This design comes from an exercise in tuning for small area, a short achievable clock period and few clock cycles on the open sky130 flow, not from production work.
Power and IR drop assume default switching activity.

== Q ==
==> flow/design.v <==
module STI_DAC(clk ,reset, load, pi_data, pi_length, pi_fill, pi_msb, pi_low, pi_end,
	       so_data, so_valid,
	       oem_finish, oem_dataout, oem_addr,
	       odd1_wr, odd2_wr, odd3_wr, odd4_wr, even1_wr, even2_wr, even3_wr, even4_wr);
input		clk, reset;
input		load, pi_msb, pi_low, pi_end;
input	[15:0]	pi_data;
input	[1:0]	pi_length;
input		pi_fill;
output		so_data;
output	reg	so_valid;
output		odd1_wr, odd2_wr, odd3_wr, odd4_wr, even1_wr, even2_wr, even3_wr, even4_wr;
output	reg	oem_finish;
output	[4:0]	oem_addr;
output	[7:0]	oem_dataout;
reg		busy;		 
reg	[2:0]	idx;		 
reg		hi;		 
reg		zero;		 
reg	[1:0]	byte_cnt;	 
reg	[7:0]	shift;		 
reg		wr_pend;	 
reg	[7:0]	pix;		 
reg	[5:0]	clr;
reg		ev;		 
wire clearing = ~wr_pend & ~clr[5];
wire [7:0] pix_inc = pix + {7'd0, wr_pend};		 
function [1:0] byte_src;	 
	input [1:0] len;
	input msb, fill, low;
	input [1:0] b;
	reg bz, bh;
	begin
		bz = 1'b0;
		bh = 1'b0;
		case (len)
		2'd0: bh = low;
		2'd1: bh = msb ^ b[0];
		2'd2: begin
			case (b)
			2'd0: begin bz = msb ^ fill; bh = msb; end
			2'd1: bh = ~fill;
			default: begin bz = ~(msb ^ fill); bh = ~msb; end
			endcase
		end
		default: begin
			bz = b[1] ^ msb ^ fill;
			bh = msb ^ b[0];
		end
		endcase
		byte_src = {bz, bh};
	end
endfunction
wire [1:0] src0 = byte_src(pi_length, pi_msb, pi_fill, pi_low, 2'd0);
wire first_bit = ~src0[1] & (pi_msb ? (src0[0] ? pi_data[15] : pi_data[7])
				  : (src0[0] ? pi_data[8] : pi_data[0]));
wire next_bit = ~zero & pi_data[{hi, idx}];
wire byte_end = busy & (idx == {3{~pi_msb}});
wire last = byte_end & (byte_cnt == pi_length);
wire [1:0] bc_next = load ? 2'd0 : byte_cnt + 2'd1;
wire [1:0] src_next = byte_src(pi_length, pi_msb, pi_fill, pi_low, bc_next);
always @(posedge clk or posedge reset) begin
	if (reset) begin
		busy <= 1'b0;
		so_valid <= 1'b0;
		wr_pend <= 1'b0;
	end else begin
		busy <= load | (busy & ~last);
		so_valid <= load | busy;
		wr_pend <= byte_end;
	end
end
always @(posedge clk) begin
	if (load) idx <= pi_msb ? 3'd6 : 3'd1;
	else idx <= pi_msb ? idx - 3'd1 : idx + 3'd1;
	if (load | byte_end) begin
		byte_cnt <= bc_next;
		{zero, hi} <= src_next;
	end
	shift <= {shift[6:0], load ? first_bit : next_bit};
end
assign so_data = shift[0];
always @(posedge clk or posedge reset) begin
	if (reset) begin
		pix <= 8'd0;
		clr <= 6'd0;
		oem_finish <= 1'b0;
		ev <= 1'b0;
	end else begin
		pix <= pix_inc;
		ev <= pix_inc[3] ^ pix_inc[0];
		clr <= clr + {5'd0, clearing};
		oem_finish <= pi_end & clr[5];
	end
end
wire [3:0] bank = {pix[7:6] == 2'd3, pix[7:6] == 2'd2, pix[7:6] == 2'd1, pix[7:6] == 2'd0};
assign {odd4_wr, odd3_wr, odd2_wr, odd1_wr} = clearing ? 4'hf : {4{wr_pend & ~ev}} & bank;
assign {even4_wr, even3_wr, even2_wr, even1_wr} = clearing ? 4'hf : {4{wr_pend & ev}} & bank;
assign oem_addr = wr_pend ? pix[5:1] : clr[4:0];
assign oem_dataout = shift & {8{wr_pend}};
endmodule
make LEC_CHECK=0 CAP_MARGIN=20 CORE_MARGIN=2 CORE_UTILIZATION=40 SETUP_SLACK_MARGIN=2.0 SLEW_MARGIN=20 finish   # period 4.0 ns
run.sh (not shown) runs the stock make flow with config.mk's settings and CLKGATE_MAP_FILE= SYNTH_SCRIPT=/design/flow/synth_recipe.tcl, a recipe that flattens the netlist after the stock synthesis.
--- input diff Q..S ---
diff --git a/flow/design.v b/flow/design.v
--- a/flow/design.v
+++ b/flow/design.v
@@ -19,14 +19,11 @@
 reg		zero;		 
 reg	[1:0]	byte_cnt;	 
 reg	[7:0]	shift;		 
 reg		wr_pend;	 
 reg	[7:0]	pix;		 
-reg	[5:0]	clr;
-reg		ev;		 
-wire clearing = ~wr_pend & ~clr[5];
-wire [7:0] pix_inc = pix + {7'd0, wr_pend};		 
+reg	[5:0]	clr;		 
 function [1:0] byte_src;	 
 	input [1:0] len;
 	input msb, fill, low;
 	input [1:0] b;
 	reg bz, bh;
@@ -69,33 +66,37 @@
 		so_valid <= load | busy;
 		wr_pend <= byte_end;
 	end
 end
 always @(posedge clk) begin
-	if (load) idx <= pi_msb ? 3'd6 : 3'd1;
-	else idx <= pi_msb ? idx - 3'd1 : idx + 3'd1;
+	if (load) begin
+		idx <= pi_msb ? 3'd6 : 3'd1;
+	end else if (busy) begin
+		idx <= pi_msb ? idx - 3'd1 : idx + 3'd1;
+	end
 	if (load | byte_end) begin
 		byte_cnt <= bc_next;
 		{zero, hi} <= src_next;
 	end
-	shift <= {shift[6:0], load ? first_bit : next_bit};
+	if (load) shift <= {shift[6:0], first_bit};
+	else if (busy) shift <= {shift[6:0], next_bit};
 end
 assign so_data = shift[0];
 always @(posedge clk or posedge reset) begin
 	if (reset) begin
 		pix <= 8'd0;
 		clr <= 6'd0;
 		oem_finish <= 1'b0;
-		ev <= 1'b0;
 	end else begin
-		pix <= pix_inc;
-		ev <= pix_inc[3] ^ pix_inc[0];
-		clr <= clr + {5'd0, clearing};
+		if (wr_pend) pix <= pix + 8'd1;
+		else if (~clr[5]) clr <= clr + 6'd1;
 		oem_finish <= pi_end & clr[5];
 	end
 end
+wire clearing = ~wr_pend & ~clr[5];
+wire odd = ~(pix[3] ^ pix[0]);
 wire [3:0] bank = {pix[7:6] == 2'd3, pix[7:6] == 2'd2, pix[7:6] == 2'd1, pix[7:6] == 2'd0};
-assign {odd4_wr, odd3_wr, odd2_wr, odd1_wr} = clearing ? 4'hf : {4{wr_pend & ~ev}} & bank;
-assign {even4_wr, even3_wr, even2_wr, even1_wr} = clearing ? 4'hf : {4{wr_pend & ev}} & bank;
+assign {odd4_wr, odd3_wr, odd2_wr, odd1_wr} = clearing ? 4'hf : {4{wr_pend & odd}} & bank;
+assign {even4_wr, even3_wr, even2_wr, even1_wr} = clearing ? 4'hf : {4{wr_pend & ~odd}} & bank;
 assign oem_addr = wr_pend ? pix[5:1] : clr[4:0];
 assign oem_dataout = shift & {8{wr_pend}};
 endmodule
[summary]
- Looking at final area across both flows, S is the weaker of the two, with Q ahead.
- Diff Q -> S: multiplexer share of the synthesized area was more or less identical; post-layout worst setup margin went down by 0.055 ns; share of the final layout cell area in multi-input gates went down by 0.48 points.
- Fmax in S is 12 MHz below Q.
- Relative to Q, the global-route wire length before repair measured on S has increased by a few percent.
- Delta (S minus Q): first-iteration DRC count increased by 2 relative to the old numbers, portion of the clock cycle consumed by the worst path in the final layout moved up, power saw an increase, layout overhead on the synthesized area has increased.
No functional check of the RTL was part of any run of this note.

what the ideal ports hide:
How much do the figures lean on ideal ports? The routed layouts below were timed once more, with nothing changed but the port constraints.
Step 1, drivers: a clkbuf_16 drives clk and a buf_2 each remaining input, both assumed.
Step 2 adds t to the input delays and takes it off the output delays; t is the mean of the earliest and latest rising clock arrival at the registers after step 1. Input paths then give back, and output paths get back, about the clock's delay inside the block.
Slacks: no drivers / after step 1 / after step 2; pairs: no drivers / after step 1.
| run | t, ns | slack for setup (ns) | worst hold slack (ns) | pins driven straight from the clock port |
|---|---|---|---|---|
| Q | 0.308 | 1.894 / 1.865 / 1.779 | 0.343 / 0.343 / 0.343 | 1 |
| S | 0.299 | 1.838 / 1.812 / 1.754 | 0.451 / 0.451 / 0.451 | 1 |
After both steps every run listed still meets setup and hold. The setup slack of Q, which loses most, moves by -0.029 ns with the drivers and by -0.115 ns with both steps.
